What follows belongs to an exercise in optimizing a design on an open flow for small area; a production flow would make more cautious choices. The RTL was checked by simulation tests, not by an equivalence proof against the original design. Power and IR drop assume default switching activity.

### flow/remap_w3.abc
strash
&get -n
&deepsyn -T 60 -S 3
&put
dch -f
map -a
strash
dch -f
map -a
strash
dch -f
map -a
strash
dch -f
amap
topo
### flow/remap_n17.abc
strash
&get -n
&deepsyn -T 60 -S 17
&dch
&nf -R 1000 -p -F 8 -A 4
&put
topo
### flow/remap_n11.abc
strash
&get -n
&deepsyn -T 60 -S 11
&dch
&nf -R 1000 -p -F 8 -A 4
&put
topo
### flow/remap_w13.abc
strash
&get -n
&deepsyn -T 60 -S 13
&put
dch -f
map -a
strash
dch -f
map -a
strash
dch -f
map -a
strash
dch -f
amap
topo
### flow/remap_w2.abc
strash
&get -n
&deepsyn -T 60 -S 2
&put
dch -f
map -a
strash
dch -f
map -a
strash
dch -f
map -a
strash
dch -f
amap
topo
### flow/remap_y2.abc
strash
&get -n
&deepsyn -T 60 -S 2
&put
dch -f
amap
topo
### standard.sh
#!/bin/bash
# synth_recipe.tcl (not shown) runs the flow's synth.tcl, then flattens the netlist and writes it again
# the make line also repeats each setting of config.mk as NAME=value (left out here)
make -C /OpenROAD-flow-scripts/flow DESIGN_CONFIG=/design/flow/config.mk WORK_HOME=/design/flow/orfs CLKGATE_MAP_FILE= SYNTH_SCRIPT=/design/flow/synth_recipe.tcl "${@:-finish}"
### constraint.sdc
create_clock -name core_clock -period 25.0 [get_ports {sys_clk}]
set_input_delay 5.0000 -clock core_clock [delete_from_list [all_inputs] [get_ports {sys_clk}]]
set_output_delay 5.0000 -clock core_clock [all_outputs]
set_load 0.01 [all_outputs]
### flow/remap_w1.abc
strash
&get -n
&deepsyn -T 60 -S 1
&put
dch -f
map -a
strash
dch -f
map -a
strash
dch -f
map -a
strash
dch -f
amap
topo
### flow/remap_y13.abc
strash
&get -n
&deepsyn -T 60 -S 13
&put
dch -f
amap
topo
### flow/remap_w5.abc
strash
&get -n
&deepsyn -T 60 -S 5
&put
dch -f
map -a
strash
dch -f
map -a
strash
dch -f
map -a
strash
dch -f
amap
topo
### config.mk
export PLATFORM = sky130hd
export DESIGN_NAME = SimulatedDevice
export DESIGN_NICKNAME = SimulatedDevice
export VERILOG_FILES = /design/flow/design.v
export SDC_FILE = /design/flow/constraint.sdc
export NUM_CORES = 4
export LEC_CHECK = 0
export CAP_MARGIN = 20
export CORE_MARGIN = 2
export CORE_UTILIZATION = 40
export SLEW_MARGIN = 20
### design.v
`timescale 1ns / 1ps
module SimulatedDevice(
    input[1:0] global_state,
    input sys_clk,
    input rx,
    output tx,
    input turn_left_signal,
    input turn_right_signal,
    input move_forward_signal,
    input move_backward_signal,
    input place_barrier_signal,
    input destroy_barrier_signal,
    input rst,
    input clutch,
    input throttle,
    input brake,
    input power_on,
    input power_off,
    output front_detector,
    output back_detector,
    output left_detector,
    output right_detector,
    output move_backward_light,
    output move_forward_light,
    output turn_left_light,
    output turn_right_light,
    output power_light,
    output reg [2:0] state_light,
    output [3:0] moving_light,
    output [7:0] seg1,
    output [7:0] seg2,
    output [7:0] an
    );
    localparam [3:0] NON_MOVING = 4'b0000, MOVE_FORWARD = 4'b0001,
                     MOVE_BACK = 4'b0010, TURN_LEFT = 4'b0100, TURN_RIGHT = 4'b1000;
    reg [6:0] g;
    reg [1:0] m3;
    wire [7:0] g_t;        
    assign g_t[0] = 1'b1;
    genvar gi;
    generate for (gi = 1; gi < 8; gi = gi + 1) begin : gt
        assign g_t[gi] = g_t[gi-1] & g[gi-1];
    end endgenerate
    always @(posedge sys_clk) begin
        g <= rst ? 7'd16 : (g ^ g_t[6:0]);
        m3 <= rst ? 2'd3 : g_t[7] ? {~m3[1] & m3[0], ~(m3[1] ^ m3[0])} : m3;
    end
    wire even     = ~g[0];                  
    wire tick_ms  = (g[4:0] == 5'd31);      
    wire tick_20  = (g == 7'd79);           
    wire tick_div = (g[3:0] == 4'h7);       
    reg power1;
    reg [1:0] temp_state;
    localparam [2:0] E_A = 3'd0, E_B = 3'd1, E_C = 3'd3, E_H = 3'd2,
                     E_D = 3'd4, E_E = 3'd6, E_F = 3'd5, E_G = 3'd7;
    reg [2:0] e;
    wire [1:0] state = (e == E_A) ? 2'b00 : (e == E_B || e == E_C) ? 2'b01 :
                       (e == E_H) ? 2'b11 : 2'b10;
    wire [3:0] moving_state = {e == E_G, e == E_F, e == E_E, e == E_C || e == E_D || e == E_H};
    wire power = power1;
    assign power_light = power1;
    assign moving_light = moving_state;
    assign move_backward_light = 1'b0;
    assign move_forward_light = 1'b0;
    wire [3:0] rec;
    assign front_detector = rec[0];
    assign left_detector  = rec[1];
    assign right_detector = rec[2];
    assign back_detector  = rec[3];
    wire [3:0] D;
    wire crossroad = D[3] | ~D[2] | ~D[1];
    wire nms_fwd   = D[1] & D[2];
    wire nms_left  = ~D[1] & (D[2] | (D[3] & ~D[0]));
    reg [15:0] mc;
    reg [1:0] tag;
    always @(posedge sys_clk) begin
        if (rst) tag <= 2'b01;
        else if (tick_20) tag <= state;
    end
    wire mc_new = tick_20 & (state != tag);
    wire [15:0] mc_t;
    assign mc_t[0] = tick_20 & (state == tag);
    genvar mi;
    generate for (mi = 1; mi < 16; mi = mi + 1) begin : mct
        assign mc_t[mi] = mc_t[mi-1] & mc[mi-1];
    end endgenerate
    always @(posedge sys_clk)
        mc <= mc_new ? 16'd1 : (mc ^ mc_t);
    wire turn_v  = (tag == 2'b10);
    wire turn16_ge100 = turn_v & (mc >= 16'd100);
    wire turn16_ge200 = turn_v & (mc >= 16'd200);
    wire turn11_ge100 = turn_v & (mc[10:0] >= 11'd100);
    wire cool_ge50    = (tag == 2'b11) & (mc[10:0] >= 11'd50);
    wire wait_ge100   = (tag == 2'b00) & (mc[10:0] >= 11'd100);
    wire rgs = move_backward_signal;
    wire left = turn_left_signal;
    wire right = turn_right_signal;
    wire lt_only = left & ~right;
    wire rt_only = ~left & right;
    wire [2:0] e_turn = lt_only ? E_F : rt_only ? E_G : E_D;    
    wire [2:0] e_hold = (e == E_F) ? E_F : E_G;                 
    wire s00 = (e == E_A);
    wire s01 = (e == E_B) | (e == E_C);
    wire s10 = (state == 2'b10);
    wire s11 = (e == E_H);
    reg [2:0] e_m, e_s, e_a;
    always @(*) begin
        e_m = E_A;
        if (s00) begin
            if (~brake & throttle & clutch & ~rgs) e_m = E_B;
        end
        else if (s01) begin
            if (brake) e_m = E_A;
            else if (~clutch & throttle) e_m = rgs ? E_E : e_turn;
            else if (~throttle) e_m = E_B;
            else e_m = e;
        end
        else if (s10) begin
            if ((rgs & ~clutch) | brake) e_m = E_A;
            else if (~throttle) e_m = E_B;
            else if (rgs) e_m = E_E;
            else e_m = e_turn;
        end
        e_s = E_A;
        if (s01) e_s = crossroad ? E_A : E_C;
        else if (s00) begin
            if (move_forward_signal) e_s = E_H;
            else if (rgs) e_s = E_F;
            else if (lt_only) e_s = E_F;
            else if (rt_only) e_s = E_G;
        end
        else if (s10) e_s = ((~move_forward_signal & rgs) ? turn16_ge200 : turn16_ge100) ? E_H : e_hold;
        else e_s = cool_ge50 ? E_C : E_H;
        e_a = E_A;
        if (s01) e_a = crossroad ? E_A : E_C;
        else if (s00) begin
            if (wait_ge100) e_a = nms_fwd ? E_H : nms_left ? E_F : E_G;
        end
        else if (s10) e_a = turn11_ge100 ? E_H : e_hold;
        else e_a = cool_ge50 ? E_C : E_H;
    end
    reg [2:0] e_n;
    always @(*) begin
        if (~power) e_n = E_A;
        else case (global_state)
            2'b00: e_n = e_m;
            2'b10: e_n = e_s;
            default: e_n = e_a;
        endcase
    end
    wire man_act = power & (global_state == 2'b00);
    wire lights_on = s00 | (~brake & throttle & ((s01 & ((~clutch & ~rgs) | (clutch & (e == E_C)))) | (s10 & ~rgs)));
    wire lights_lr = ~s00;
    assign turn_left_light = man_act & lights_on & (left | ~lights_lr);
    assign turn_right_light = man_act & lights_on & (right | ~lights_lr);
    wire manual_power = ~((s00 & ~brake & throttle & ~clutch) | (s10 & rgs & ~clutch));    
    always @(posedge sys_clk)
        if (rst) e <= E_A;
        else if (global_state != 2'b11) e <= e_n;
    always @(*) begin
        if (power) begin
            case (state)
                2'b00: state_light = 3'b001;
                2'b01: state_light = 3'b010;
                2'b10: state_light = 3'b100;
                default: state_light = (global_state == 2'b00) ? 3'b100 : 3'b111;
            endcase
        end
        else state_light = 3'b000;
    end
    reg [27:0] R;
    wire [7:0] cy;
    wire [27:0] R_inc;
    assign cy[0] = 1'b1;
    genvar gk;
    generate for (gk = 0; gk < 7; gk = gk + 1) begin : bcd
        wire [3:0] d = R[4*gk +: 4];
        assign R_inc[4*gk]   = cy[gk];
        assign R_inc[4*gk+1] = cy[gk] & d[0] & ~d[3];
        assign R_inc[4*gk+2] = cy[gk] & d[1] & d[0];
        assign R_inc[4*gk+3] = cy[gk] & d[0] & (d[3] | (d[2] & d[1]));
        assign cy[gk+1] = cy[gk] & d[3] & d[0];
    end endgenerate
    wire gs_chg = (temp_state != global_state);
    wire manual_poff = ~manual_power;
    wire off_req = power_off | ((global_state == 2'b00) & ~power_on & manual_poff) | gs_chg;
    wire r1000 = R[12];
    wire activate = man_act;
    wire moving = moving_state[0] | moving_state[1];
    reg r_clr, r_inc;
    always @(*) begin
        r_clr = 1'b0;
        r_inc = 1'b0;
        if (rst | (power1 & ~activate)) r_clr = 1'b1;
        else if (tick_ms) begin
            if (power1) r_clr = off_req;
            else if (gs_chg | (power_on & r1000) | (~power_on & (global_state == 2'b00))) r_clr = 1'b1;
            else r_inc = power_on;
        end
        else if (even & power1) r_inc = moving;
    end
    always @(posedge sys_clk)
        R <= r_clr ? 28'd0 : (R ^ ({28{r_inc}} & R_inc));
    always @(posedge sys_clk) begin
        if (rst) begin
            power1 <= 1'b0;
            temp_state <= 2'b00;
        end
        else if (tick_ms) begin
            temp_state <= global_state;
            if (power1) power1 <= ~off_req;
            else power1 <= ~gs_chg & power_on & r1000;
        end
    end
    localparam [3:0] BLANK = 4'd15;
    localparam [3:0] FCODE = 4'd12;
    reg [3:0] S1, S2;
    reg [3:0] code1, code2;
    always @(*) begin
        case (g[5:4])
            2'd0: begin code2 = R[3:0];   code1 = R[19:16]; end
            2'd1: begin code2 = R[7:4];   code1 = R[23:20]; end
            2'd2: begin code2 = R[11:8];  code1 = R[27:24]; end
            default: begin code2 = R[15:12]; code1 = 4'd0; end
        endcase
        if (~activate) begin
            code2 = FCODE;
            if (g[5:4] != 2'd3) code1 = FCODE;
        end
    end
    always @(posedge sys_clk) begin
        if (rst) begin
            S1 <= BLANK;
            S2 <= BLANK;
        end
        else if (tick_div) begin
            if (g[6]) S1 <= code1;
            else S2 <= code2;
        end
    end
    localparam [127:0] SEGTAB = {8'h00, 8'h1e, 8'h96, 8'h8e, 8'h52, 8'hda, 8'hf6, 8'hfe, 8'he0, 8'hbe, 8'hb6, 8'h66, 8'hf2, 8'hda, 8'h60, 8'hfc};
    assign seg1 = SEGTAB[{S1, 3'b000} +: 8];
    assign seg2 = SEGTAB[{S2, 3'b000} +: 8];
    genvar ai;
    generate for (ai = 0; ai < 8; ai = ai + 1) begin : anode
        assign an[ai] = (g[6:3] == 2*ai + 1) || (g[6:3] == ((2*ai + 2) % 16));
    end endgenerate
    reg [2:0] tbuf;
    wire [3:0] tms = {tbuf == E_G, tbuf == E_F, tbuf == E_E, tbuf == E_C || tbuf == E_D || tbuf == E_H};
    wire [3:0] h = {m3, g[6:5]};
    always @(posedge sys_clk)
        if (~(m3[1] ^ m3[0]) && g == 7'd127) tbuf <= e;
    reg txd;
    always @(*) begin
        case (h)
            4'd5, 4'd10, 4'd11, 4'd0: txd = 1'b0;
            4'd6: txd = tms[0];
            4'd7: txd = tms[1];
            4'd8: txd = tms[2];
            4'd9: txd = tms[3];
            4'd2: txd = (tbuf == E_A || tbuf == E_B);
            default: txd = 1'b1;
        endcase
    end
    assign tx = txd;
    reg [7:0] P;     
    reg rxd1, rxd2;
    reg [3:0] dsh, dprev;
    wire p_idle = (P[7:4] == 4'd0);        
    wire edge_s = ~rxd1 & rxd2;
    always @(posedge sys_clk) begin
        if (rst) rxd1 <= 1'b1;
        else if (even) begin
            if (p_idle) begin
                rxd1 <= rx;
                rxd2 <= rxd1;
            end
            if (P[3:0] == 4'hf && P[7:4] != 4'd0 && P[7:4] <= 4'd4) dsh <= {rx, dsh[3:1]};
        end
    end
    wire p_end = P[7] & P[5] & P[4];       
    wire p_jump = rst | (even & ((P == 8'd15) | p_end));
    wire [7:0] p_to = rst ? 8'd5 : (P == 8'd15) ? (edge_s ? 8'd16 : 8'd17) : 8'd5;
    wire [7:0] p_t;
    assign p_t[0] = even & ~(p_idle & ((P == 8'd5) ^ edge_s));
    genvar pi;
    generate for (pi = 1; pi < 8; pi = pi + 1) begin : pt
        assign p_t[pi] = p_t[pi-1] & P[pi-1];
    end endgenerate
    always @(posedge sys_clk)
        P <= p_jump ? p_to : (P ^ p_t);
    wire d_new = P[7] & P[5] & ~P[4] & (P[3:0] == 4'd2) & ~even;    
    always @(posedge sys_clk)
        if (rst) dprev <= 4'd0;
        else if (d_new) dprev <= dsh;
    assign rec = d_new ? dsh : dprev;
    assign D = dprev;
endmodule
### flow/remap_y17.abc
strash
&get -n
&deepsyn -T 60 -S 17
&put
dch -f
amap
topo
### flow/remap_n13.abc
strash
&get -n
&deepsyn -T 60 -S 13
&dch
&nf -R 1000 -p -F 8 -A 4
&put
topo
### flow/remap_n2.abc
strash
&get -n
&deepsyn -T 60 -S 2
&dch
&nf -R 1000 -p -F 8 -A 4
&put
topo
### flow/remap_n7.abc
strash
&get -n
&deepsyn -T 60 -S 7
&dch
&nf -R 1000 -p -F 8 -A 4
&put
topo
### flow/remap_n5.abc
strash
&get -n
&deepsyn -T 60 -S 5
&dch
&nf -R 1000 -p -F 8 -A 4
&put
topo
### flow/remap_n3.abc
strash
&get -n
&deepsyn -T 60 -S 3
&dch
&nf -R 1000 -p -F 8 -A 4
&put
topo
### flow/cutff.py
import re,sys
# cutff.py IN.v OUT.v : replace every flip-flop instance by ports (Q -> input, other pins -> outputs)
t=re.sub(r'\(\*.*?\*\)','',open(sys.argv[1]).read())
m=re.search(r'module\s+(\w+)\s*\((.*?)\);',t,re.S)
top=m.group(1)
newports=[];decls=[];assigns=[]
def repl(mm):
    typ,name,body=mm.group(1),mm.group(2),mm.group(3)
    if not re.match(r'sky130_fd_sc_hd__(e?df|sdf|sedf)',typ): return mm.group(0)
    key=re.sub(r'[^A-Za-z0-9_]','_',name)
    for p,n in re.findall(r'\.(\w+)\(([^()]*)\)',body):
        n=n.strip()
        if n.startswith('\\'): n=n+' '
        if p in ('CLK',): continue
        if p in ('Q','Q_N'):
            pn='ffq_%s_%s'%(key,p); newports.append(pn); decls.append('input %s;'%pn)
            assigns.append('assign %s = %s%s;'%(n,'~' if p=='Q_N' else '',pn))
        else:
            pn='ffd_%s_%s'%(key,p); newports.append(pn); decls.append('output %s;'%pn)
            assigns.append('assign %s = %s;'%(pn,n))
    return ''
body=re.sub(r'(sky130_fd_sc_hd__\w+)\s+(\\\S+\s|\S+)\s*\((.*?)\);',repl,t,flags=re.S)
body=body.replace(m.group(0),'module %s(%s, %s);\n%s\n%s'%(top,m.group(2),', '.join(newports),'\n'.join(decls),'\n'.join(assigns)),1)
open(sys.argv[2],'w').write(body)
### flow/remap_y11.abc
strash
&get -n
&deepsyn -T 60 -S 11
&put
dch -f
amap
topo
### flow/remap_y3.abc
strash
&get -n
&deepsyn -T 60 -S 3
&put
dch -f
amap
topo
### flow/remap_n1.abc
strash
&get -n
&deepsyn -T 60 -S 1
&dch
&nf -R 1000 -p -F 8 -A 4
&put
topo
### flow/run.sh
#!/bin/bash
# Own layout flow: the standard synthesis; then the combinational logic
# re-mapped for area with a few ABC scripts (flip-flops untouched), keeping
# the smallest mapping that is proven equivalent to the standard netlist;
# then the standard layout with small port buffers and a small clock tree.
set -uo pipefail
WORK=$(pwd)
PLAT=${FLOW_PLATFORM:-sky130hd}
RES=$WORK/orfs/results/$PLAT/SimulatedDevice/base
LIB=$FLOW_HOME/platforms/$PLAT/lib/sky130_fd_sc_hd__tt_025C_1v80.lib
YOSYS=yosys
[ -x "$FLOW_HOME/../tools/install/yosys/bin/yosys" ] && YOSYS=$FLOW_HOME/../tools/install/yosys/bin/yosys

bash standard.sh synth > $WORK/flow_synth.log 2>&1 || exit 1
cp $RES/1_2_yosys.v $WORK/std_netlist.v
python3 $WORK/flow/cutff.py $WORK/std_netlist.v $WORK/cut_std.v || exit 1

DU=""
for c in $(sed -n '/^export DONT_USE_CELLS/,/^$/p' $FLOW_HOME/platforms/$PLAT/config.mk | grep -o "sky130_fd_sc_hd__[a-z0-9_]*"); do DU="$DU -dont_use $c"; done
SEQ=$(grep -oE "sky130_fd_sc_hd__(e?df|sdf|sedf|dl|conb)[a-z0-9_]*" $WORK/std_netlist.v | sort -u | tr '\n' ' ')
FFS_STD=$(grep -oE "sky130_fd_sc_hd__(e?df|sdf|sedf)[a-z0-9_]* +[^ ]+" $WORK/std_netlist.v | sort | md5sum)

best=""
best_area=""
remap_one() {
  local s=$1
  cat > $WORK/remap_$s.ys <<EOF
read_liberty -ignore_miss_func $LIB
blackbox $SEQ
read_verilog $WORK/std_netlist.v
hierarchy -top $FLOW_TOP
flatten
opt_clean
abc -script $WORK/flow/remap_$s.abc -liberty $LIB $DU -D 25000
opt_clean -purge
hilomap -singleton -hicell sky130_fd_sc_hd__conb_1 HI -locell sky130_fd_sc_hd__conb_1 LO
splitnets
opt_clean -purge
tee -o $WORK/remap_$s.stat stat -liberty $LIB
write_verilog -noattr -noexpr -nohex -nodec -selected $WORK/remap_all_$s.v
EOF
  $YOSYS -s $WORK/remap_$s.ys > $WORK/flow_remap_$s.log 2>&1 || return 1
  python3 - $WORK/remap_all_$s.v $WORK/remap_$s.v $FLOW_TOP <<'P' || return 1
import sys,re
t=open(sys.argv[1]).read()
m=re.search(r'module '+sys.argv[3]+r'\b.*?endmodule',t,re.S)
open(sys.argv[2],'w').write(m.group(0)+'\n')
P
  # same flip-flop instances as the standard netlist
  [ "$FFS_STD" = "$(grep -oE "sky130_fd_sc_hd__(e?df|sdf|sedf)[a-z0-9_]* +[^ ]+" $WORK/remap_$s.v | sort | md5sum)" ] || return 1
  # combinational equivalence, every flip-flop cut into ports
  python3 $WORK/flow/cutff.py $WORK/remap_$s.v $WORK/cut_remap_$s.v || return 1
  cat > $WORK/equiv_$s.ys <<EOF
read_liberty -ignore_miss_func $LIB
read_verilog $WORK/cut_std.v
hierarchy -top $FLOW_TOP
flatten
rename $FLOW_TOP gold
design -stash gold
read_liberty -ignore_miss_func $LIB
read_verilog $WORK/cut_remap_$s.v
hierarchy -top $FLOW_TOP
flatten
rename $FLOW_TOP gate
design -stash gate
design -copy-from gold -as gold gold
design -copy-from gate -as gate gate
miter -equiv -flatten -make_assert gold gate miter
hierarchy -top miter
sat -verify -prove-asserts miter
EOF
  $YOSYS -s $WORK/equiv_$s.ys > $WORK/flow_equiv_$s.log 2>&1 || return 1
  touch $WORK/remap_$s.ok
}
ALL="w1 w2 w3 w5 w7 w11 w13 w17 y1 y2 y3 y5 y7 y11 y13 y17 n1 n2 n3 n5 n7 n11 n13 n17"
set -- $ALL
while [ $# -gt 0 ]; do
  for i in 1 2 3 4; do
    [ $# -gt 0 ] || break
    remap_one $1 &
    shift
  done
  wait
done
for s in $ALL; do
  [ -f $WORK/remap_$s.ok ] || continue
  area=$(grep "Chip area" $WORK/remap_$s.stat | awk '{print $NF}')
  echo "script $s: area $area, equivalent" >> $WORK/flow_choice.log
  if [ -z "$best" ] || python3 -c "import sys; sys.exit(0 if float('$area') < float('$best_area') else 1)"; then
    best=$s; best_area=$area
  fi
done
if [ -n "$best" ]; then
  echo "using re-mapped netlist $best ($best_area)" >> $WORK/flow_choice.log
  cp $WORK/remap_$best.v $RES/1_2_yosys.v
  touch $RES/1_2_yosys.v
else
  echo "using standard netlist" >> $WORK/flow_choice.log
fi

bash standard.sh \
  BUFFER_PORTS_ARGS="-buffer_cell sky130_fd_sc_hd__buf_1" \
  CTS_ARGS="-sink_clustering_enable -repair_clock_nets -dont_use_dummy_load -buf_list {sky130_fd_sc_hd__clkbuf_4 sky130_fd_sc_hd__clkbuf_8}" \
  finish > $WORK/flow_layout.log 2>&1
### flow/remap_w7.abc
strash
&get -n
&deepsyn -T 60 -S 7
&put
dch -f
map -a
strash
dch -f
map -a
strash
dch -f
map -a
strash
dch -f
amap
topo
### flow/remap_y7.abc
strash
&get -n
&deepsyn -T 60 -S 7
&put
dch -f
amap
topo
### flow/remap_y1.abc
strash
&get -n
&deepsyn -T 60 -S 1
&put
dch -f
amap
topo
### flow/remap_y5.abc
strash
&get -n
&deepsyn -T 60 -S 5
&put
dch -f
amap
topo
### flow/remap_w11.abc
strash
&get -n
&deepsyn -T 60 -S 11
&put
dch -f
map -a
strash
dch -f
map -a
strash
dch -f
map -a
strash
dch -f
amap
topo
### flow/remap_w17.abc
strash
&get -n
&deepsyn -T 60 -S 17
&put
dch -f
map -a
strash
dch -f
map -a
strash
dch -f
map -a
strash
dch -f
amap
topo
==> results.txt <==
per-layer routing:
metal | global-route usage [%] | part of all wire, % | up-vias
li1 | - | - | 2143
met1 | 26.2 | 49 | 1967
met2 | 31.5 | 45 | 109
met3 | 2.92 | 4.3 | 18
met4 | 9.09 | 2.1 | 0
met5 | 0 | 0 | -
registers in the layout, summed over array words and instances, names as in the netlist:
register,flops
tag,2
R,28
S2,4
m3,2
tbuf,3
temp_state,2
dsh,4
rxd2,1
mc,16
e,3
rxd1,1
P,8
dprev,4
power1,1
g,7
S1,4
how the worst max path moves through the flow:
| stage | from | end | slack [ns] | cells past startpoint |
|---|---|---|---|---|
| floorplan | global_state[1] | turn_left_light | 13.78 | 7 |
| global placement | global_state[1] | turn_right_light | 13.25 | 9 |
| detailed placement | global_state[1] | turn_left_light | 13.28 | 9 |
| CTS | global_state[1] | turn_left_light | 13.26 | 9 |
| global route | global_state[0] | turn_right_light | 13.06 | 9 |
| finish | global_state[1] | turn_left_light | 13.28 | 9 |
per-stage QoR:
stage | hold WS [ns] | setup WS, ns | util (%) | total power [mW] | cell area [sq um]
CTS | 0.456 | 13.26 | 46.0 | 0.247 | 4750
detailed placement | 0.445 | 13.28 | 44.8 | 0.170 | 4630
global placement | 0.437 | 13.25 | 44.8 | 0.170 | 4630
global route | 0.482 | 13.06 | 46.0 | 0.256 | 4750
floorplan | 0.423 | 13.78 | - | 0.165 | 4260
finish | 0.452 | 13.28 | 46.0 | 0.244 | 4750
power by group:
part	internal, mW	switching, mW
Combinational	0.00607	0.0116
Clock	0.0323	0.0449
Sequential	0.148	0.00197
cell type report:
class | instances | area (sq um) | area share [%]
repair buffers | 52 | 203 | 4.27
multi-input cells | 402 | 2080 | 43.8
flip-flops and latches | 90 | 1880 | 39.6
well taps | 136 | 170 | 3.58
inverters | 78 | 293 | 6.16
clock buffers | 9 | 124 | 2.61
worst reg2reg max path, delay by kind of cell, from the launching register on:
family,cells,cell delay [ns]
flip-flops,1,0.41
AND/OR/NAND/NOR,20,3.86
buffers and inverters,3,0.42
AO/OA/AOI/OAI,2,0.34
==> flow_summary.ini <==
[timing]
finalHoldViolCount = 0
relSlewSlack_pct = 36.0
final.setup.tns_ns = 0
period_needed_ns = 11.72
setup_viol = 0
finClkSkew_ns = 0.0277
tightest_slew_ns = 0.957
finalCritPeriodShare_pct = 46.9
fmax_mhz = 85.3
finalMaxSlewViolations = 0
rsz0062_at_grt = no

[clocking]
root_buffer = clkbuf_8
cts_resized = 0
clk_latency_ns = 0.37
cts.clk_slew.worst_paths_ns = 0.06
numClockSinks = 90
htree_levels = 3
numCtsBuffers = 9
clockBufferDepth = 2
cts_setup_buffers = 0
cts_tree = done
hold_buffers = 0

[finish]
syn_to_final_growth_pct = 12.0
final_nets = 649
final_cells = 767
n_fill_cell = 1049
antenna_cells = 0
final_cell_mix = nor2_1 (112), dfxtp_1 (82), clkinv_1 (78)
drive_above_1_share_pct = 1.74
final_common_cell = nor2_1

[logic_synthesis]
avgSynthCellArea_sq_um = 7.49
synthesis.area_sq_um = 4240
synthCells = 567
yosys_warnings = 1

[global_routing]
gr-total-overflow = 0
grtUsageTotal_pct = 19.7
grt_max_degree = 24
grt_pass1_wl_um = 18000
antenna_found_initial = 0
grt_pass1_vias = 3932

[power_and_ir_drop]
power.density_nw_per_um2 = 51.4
p_leak_nw = 1.55
irDropWorstVdd_uv = 25.2

[hold_path]
whs_path_depth = 1
hold_start = g[2]
whs_endpoint = g[2]
worstHoldPathType = flip-flop to flip-flop

[die]
die_y_um = 107
die_w_um = 107
core_sq_um = 10300
ioPinCount = 57
initial_core_util_pct = 41.1
die-area_sq_um = 11500
row_count = 37

[setup_path]
rrSetupSlack_ns = 19.87
criticalPathCategory = input port to output port
cpMaxStageDelayCell = a311oi_1
reg2reg_depth = 25
cp_data_required_time_ns = 20.00
crit_path_start_kind = input port
crit_fanout = 10
path_cells = buf_1 -> clkinv_1 -> nand2_1 -> a311oi_1 -> o21ai_0 -> nor2_1 -> a32oi_1 -> o21ai_0 -> buf_1
end_kind = output port
arrival_ns = 6.72
r2r-end = R[27]
worst-path-buf-inv = 3
cp_slowest_stage_delay_ns = 0.36
path_delay_family = compound AO/OA/AOI/OAI gates
reg2reg_from = g[0]

[outcome]
run_status = timing/DRC/antenna clean

[placed_design]
io_buffers = 50
dp.cells = 758
place_hpwl_um = 8160
gp_congestion = 0.919

[routing]
antenna_left = 0
wl_per_cell_um = 14.0
vias = 4237
drtPass1Iterations = 5
via_per_inst = 5.52
drt_wl_total_um = 10700
drt_iter0_drc = 219
remaining_drc_errors = 0

[job]
maxCapViolCount = 0

-- afterwards: timing with drivers on the ports --
No port has a modelled driver above. Below, the same layout with a new extraction and two added sets of constraints.
Step 1 sets driving cells, clkbuf_16 on the clock port and buf_2 on the other inputs (assumed; they add their load-dependent delay and slew).
Step 2 times the ports against the registers' clock, not the clock port: input delays grow and output delays shrink by t, the midpoint of the rising clock arrivals with the driver on.
a / b / c = ideal ports / drivers / drivers and shift; a / b = the first two.
t, ns: 0.385
slack for setup (ns): 13.276 / 13.246 / 13.246
worst setup path after step 2: input to output
slew at the worst register clock pin (ns): 0.09 / 0.09
worst data-port slew with drivers (ns): 0.04
After both steps setup and hold are still met in this run. The setup slack of this run moves by -0.030 ns with the drivers and by -0.030 ns with both steps.
